Context: an optimization exercise on an open-source flow, tuned for small area, a short achievable clock period and few clock cycles per item. The choices shown serve that exercise and are no tape-out recipe.
In this exercise RTL edits were held to simulation tests only and were not proved equivalent to the original.

## calc
module calc(clk,rst,A,B,C,pushA,stopA,pushB,stopB,pushC,stopC,Z,pushZ);
==> flow/config.mk <==
export PLATFORM = sky130hd
export DESIGN_NAME = calc
export DESIGN_NICKNAME = calc
export VERILOG_FILES = /design/flow/design.v
export SDC_FILE = /design/flow/constraint.sdc
export NUM_CORES = 4
export LEC_CHECK = 0
export CAP_MARGIN = 20
export CORE_MARGIN = 2
export CORE_UTILIZATION = 70
export CTS_CLUSTER_DIAMETER = 80
export CTS_CLUSTER_SIZE = 24
export SLEW_MARGIN = 20
export SYNTH_HIERARCHICAL = 1
export SYNTH_MINIMUM_KEEP_SIZE = 0
==> flow/constraint.sdc <==
create_clock -name core_clock -period 9.0 [get_ports {clk}]
set_input_delay 1.8000 -clock core_clock [delete_from_list [all_inputs] [get_ports {clk}]]
set_output_delay 1.8000 -clock core_clock [all_outputs]
set_load 0.01 [all_outputs]
standard.sh (not shown) runs the stock make flow with config.mk's settings and CLKGATE_MAP_FILE= SYNTH_SCRIPT=/design/flow/synth_recipe.tcl, a recipe that flattens the netlist after the stock synthesis.
==> flow/flow/run.sh <==
#!/bin/bash
# The standard layout (the standard.sh: ORFS synthesis, floorplan, placement, CTS and
# routing, unchanged) with its timing repair aiming for a setup slack of 5.65 ns, and with buf_1 as the cell that buffers each port.
set -euo pipefail
bash standard.sh SETUP_SLACK_MARGIN=5.65 "BUFFER_PORTS_ARGS=-buffer_cell sky130_fd_sc_hd__buf_1" finish > standard_make.log 2>&1
Testbench counts at the start, summed over its fixed seeds: cycles 16,056, items 16,000.
Then changed:
- CORE_UTILIZATION: 70 -> 62
- CTS_CLUSTER_DIAMETER: 80 -> 90
- CTS_CLUSTER_SIZE: 24 -> 28
Outcome:
- The new run produced a clean layout
- non-clock buffer count rises by 29
- hold slack gets worse by 6.2 ps
- core utilization falls by 8.3 points
- cell count rises by a few percent
- worst setup slack gets better by 78 ps
Then changed:
==> flow/flow/run.sh (replaced) <==
#!/bin/bash
# The standard layout (the standard.sh: ORFS synthesis, floorplan, placement, CTS and
# routing, unchanged) with its timing repair aiming for a setup slack of 5.75 ns, and with buf_1 as the cell that buffers each port.
set -euo pipefail
bash standard.sh SETUP_SLACK_MARGIN=5.75 "BUFFER_PORTS_ARGS=-buffer_cell sky130_fd_sc_hd__buf_1" finish > standard_make.log 2>&1
- CTS_CLUSTER_DIAMETER: 90 -> 80
- CTS_CLUSTER_SIZE: 28 -> 24
Via count grows by 2.8%.
Worst hold slack stays flat.
Critical path depth went up by 1.
First-iteration DRC count is higher by 11%.
Fmax shrinks by 0.99%.
Wire length came out higher by 4.5%.
Worst setup slack loses 33 ps.
Non-clock buffer count went up by 95.
Then changed:
==> flow/flow/run.sh (replaced) <==
#!/bin/bash
# The standard layout (the standard.sh: ORFS synthesis, floorplan, placement, CTS and
# routing, unchanged) with its timing repair aiming for a setup slack of 5.65 ns, and with buf_1 as the cell that buffers each port.
set -euo pipefail
bash standard.sh SETUP_SLACK_MARGIN=5.65 "BUFFER_PORTS_ARGS=-buffer_cell sky130_fd_sc_hd__buf_1" finish > standard_make.log 2>&1
- CTS_CLUSTER_DIAMETER: 80 -> 100
- CTS_CLUSTER_SIZE: 24 -> 32
Outcome: Utilization is lower by 2.5 points. Via count went down by a few percent. Design area goes down by a few percent. Clock skew went down by 19 ps. Register-to-register slack got worse by 30 ps. Die area stays the same. First-iteration DRC count is lower by roughly a tenth.

========
Starting RTL as in the previous note.
// calc
module calc(clk,rst,A,B,C,pushA,stopA,pushB,stopB,pushC,stopC,Z,pushZ);
  input [31:0] A,B,C;
  input pushA,pushB,pushC;
  output stopA,stopB,stopC;
  output [31:0] Z;
  output pushZ;
  input clk,rst;
  reg [2:0] seen;
  reg [31:0] ra, rb, rc;
  reg [7:0] valid;
  wire [2:0] have = seen | {pushA, pushB, pushC};
  wire fire = &have;
  assign stopA = seen[2];
  assign stopB = seen[1];
  assign stopC = seen[0];
  always @(posedge clk or posedge rst) begin
    if (rst) begin
      seen <= 3'b000;
      valid <= 0;
    end else begin
      seen <= fire ? 3'b000 : have;
      valid <= {valid[6:0], fire};
    end
  end
  always @(posedge clk) begin
    if (!seen[2]) ra <= A;
    if (!seen[1]) rb <= B;
    if (!seen[0]) rc <= C;
  end
  assign pushZ = valid[7];
  assign Z = {p7_sum375031, p7_sum375030, p7_sum375029, p7_sum375028, p7_sum375027, p7_sum375026, p7_sum375025, p7_sum375024, p7_sum375023, p7_sum375022, p7_sum375021, p7_sum375020, p7_sum375019, p7_sum375018, p7_sum375017, p7_sum375016, p7_sum375015, p7_sum375014, p7_sum375013, p7_sum375012, p7_sum375011, p7_sum375010, p7_sum37509, p7_sum37508, p7_sum37507, p7_sum37506, p7_sum37505, p7_sum37504, p7_sum37503, p7_sum37502, p7_sum37501, p7_sum37500};
  wire w97 = p1_ra0 & p1_ra1;
  wire w98 = p1_ra0 & p1_ra2;
  wire w99 = p1_ra0 & p1_ra3;
  wire w100 = p1_ra0 & p1_ra4;
  wire w101 = ra[0] & ra[5];
  wire w102 = ra[0] & ra[6];
  wire w103 = ra[0] & ra[7];
  wire w104 = ra[0] & ra[8];
  wire w105 = ra[0] & ra[9];
  wire w106 = ra[0] & ra[10];
  wire w107 = ra[0] & ra[11];
  wire w108 = ra[0] & ra[12];
  wire w109 = ra[0] & ra[13];
  ...
Settings: LEC_CHECK=0, CAP_MARGIN=20, CORE_MARGIN=2, CORE_UTILIZATION=62, CTS_CLUSTER_DIAMETER=80, CTS_CLUSTER_SIZE=24, SLEW_MARGIN=20, SYNTH_HIERARCHICAL=1, SYNTH_MINIMUM_KEEP_SIZE=0; clock period 9.0 ns.
==> flow/flow/run.sh <==
#!/bin/bash
# The standard layout (the standard.sh: ORFS synthesis, floorplan, placement, CTS and
# routing, unchanged) with its timing repair aiming for a setup slack of 5.6 ns.
set -euo pipefail
bash standard.sh SETUP_SLACK_MARGIN=5.6 finish > standard_make.log 2>&1
The first run went through all stages and came out clean.
Testbench counts at the start, summed over its fixed seeds: cycles 16,056, items 16,000.
==> next run, changes <==
==> flow/flow/run.sh (replaced) <==
#!/bin/bash
# The standard layout (the standard.sh: ORFS synthesis, floorplan, placement, CTS and
# routing, unchanged) with its timing repair aiming for a setup slack of 5.65 ns, and with buf_1 as the cell that buffers each port.
set -euo pipefail
bash standard.sh SETUP_SLACK_MARGIN=5.65 "BUFFER_PORTS_ARGS=-buffer_cell sky130_fd_sc_hd__buf_1" finish > standard_make.log 2>&1
- ABC_AREA: not set -> 1
The new run finished with timing, DRC and antenna clean; wire length is higher by about a fifth; hold slack gains 0.015 ns; die area is higher by a few percent; design area is higher by a few percent; via count is higher by about a fifth; setup slack loses 0.13 ns.

========
Setup of run A:
calc again, from the RTL that the note above started with.
## calc
module calc(clk,rst,A,B,C,pushA,stopA,pushB,stopB,pushC,stopC,Z,pushZ);
export LEC_CHECK = 0
export CAP_MARGIN = 20
export CORE_MARGIN = 2
export CORE_UTILIZATION = 62
export CTS_CLUSTER_DIAMETER = 80
export CTS_CLUSTER_SIZE = 24
export SLEW_MARGIN = 20
export SYNTH_HIERARCHICAL = 1
export SYNTH_MINIMUM_KEEP_SIZE = 0
create_clock -name core_clock -period 9.0 [get_ports {clk}]
==> flow/flow/run.sh <==
#!/bin/bash
# The standard layout (the standard.sh: ORFS synthesis, floorplan, placement, CTS and
# routing, unchanged) with its timing repair aiming for a setup slack of 5.5 ns, and with buf_1 as the cell that buffers each port.
set -euo pipefail
bash standard.sh SETUP_SLACK_MARGIN=5.5 "BUFFER_PORTS_ARGS=-buffer_cell sky130_fd_sc_hd__buf_1" finish > standard_make.log 2>&1
Testbench counts of run A, summed over its fixed seeds: cycles 16,056, items 16,000.
--- input diff run A..run B ---
==> flow/flow/run.sh <==
#!/bin/bash
# The standard layout (the standard.sh: ORFS synthesis, floorplan, placement, CTS and
# routing, unchanged) with its timing repair aiming for a setup slack of 5.65 ns, and with buf_1 as the cell that buffers each port.
set -euo pipefail
bash standard.sh SETUP_SLACK_MARGIN=5.65 "BUFFER_PORTS_ARGS=-buffer_cell sky130_fd_sc_hd__buf_1" finish > standard_make.log 2>&1
Re critical path depth: run A was higher than run B.
Run B ran to completion and came out clean on the timing, DRC and antenna checks.
Summary of run B over run A: period utilization decreased 1.8 points, routed wire length increased 4.0%.
Total cell area at the placement stage across run A and run B: no real change.
Run B vs. run A: synthesized area neither gained nor lost much; sequential cell count now sits at about the same level.
Re layout inverter count without the clock tree: no difference whatsoever between run A and run B.
| length of routed wiring on met1 | lower: run A |

## separate check: timing with driven ports
Ports are ideal in the flow. The routed layouts listed here were re-timed in OpenROAD. Step 1 sets driving cells, clkbuf_16 on the clock port and buf_2 on the other inputs (assumed; they add their load-dependent delay and slew). Step 2 adds t to the input delays and takes it off the output delays; t is the mean of the earliest and latest rising clock arrival at the registers after step 1. Input paths then give back, and output paths get back, about the clock's delay inside the block. Slacks: ideal / step 1 / step 2; pairs: ideal / step 1.
| run | t, ns | setup slack, ns | hold slack, ns | clock arrival spread, ns | worst data-port slew with drivers (ns) |
|---|---|---|---|---|---|
| the first run of note 1 | 0.793 | 5.589 / 5.589 / 5.589 | 0.326 / 0.326 / 0.326 | 0.046 / 0.045 | 0.10 |
| the second run of note 1 | 0.809 | 5.667 / 5.667 / 5.667 | 0.320 / 0.320 / 0.320 | 0.059 / 0.059 | 0.10 |
| the third run of note 1 | 0.787 | 5.633 / 5.633 / 5.633 | 0.322 / 0.322 / 0.322 | 0.056 / 0.056 | 0.10 |
| the fourth run of note 1 | 0.803 | 5.604 / 5.604 / 5.604 | 0.329 / 0.329 / 0.329 | 0.037 / 0.037 | 0.10 |
| the first run of note 2 | 0.788 | 5.593 / 5.580 / 5.593 | 0.314 / 0.314 / 0.314 | 0.059 / 0.060 | 0.11 |
| the second run of note 2 | 0.832 | 5.464 / 5.464 / 5.464 | 0.329 / 0.329 / 0.329 | 0.044 / 0.043 | 0.07 |
| run A | 0.796 | 5.454 / 5.454 / 5.454 | 0.320 / 0.320 / 0.320 | 0.053 / 0.052 | 0.10 |
| run B | 0.806 | 5.616 / 5.616 / 5.616 | 0.325 / 0.325 / 0.325 | 0.049 / 0.049 | 0.10 |
After both steps every run listed still meets setup and hold.
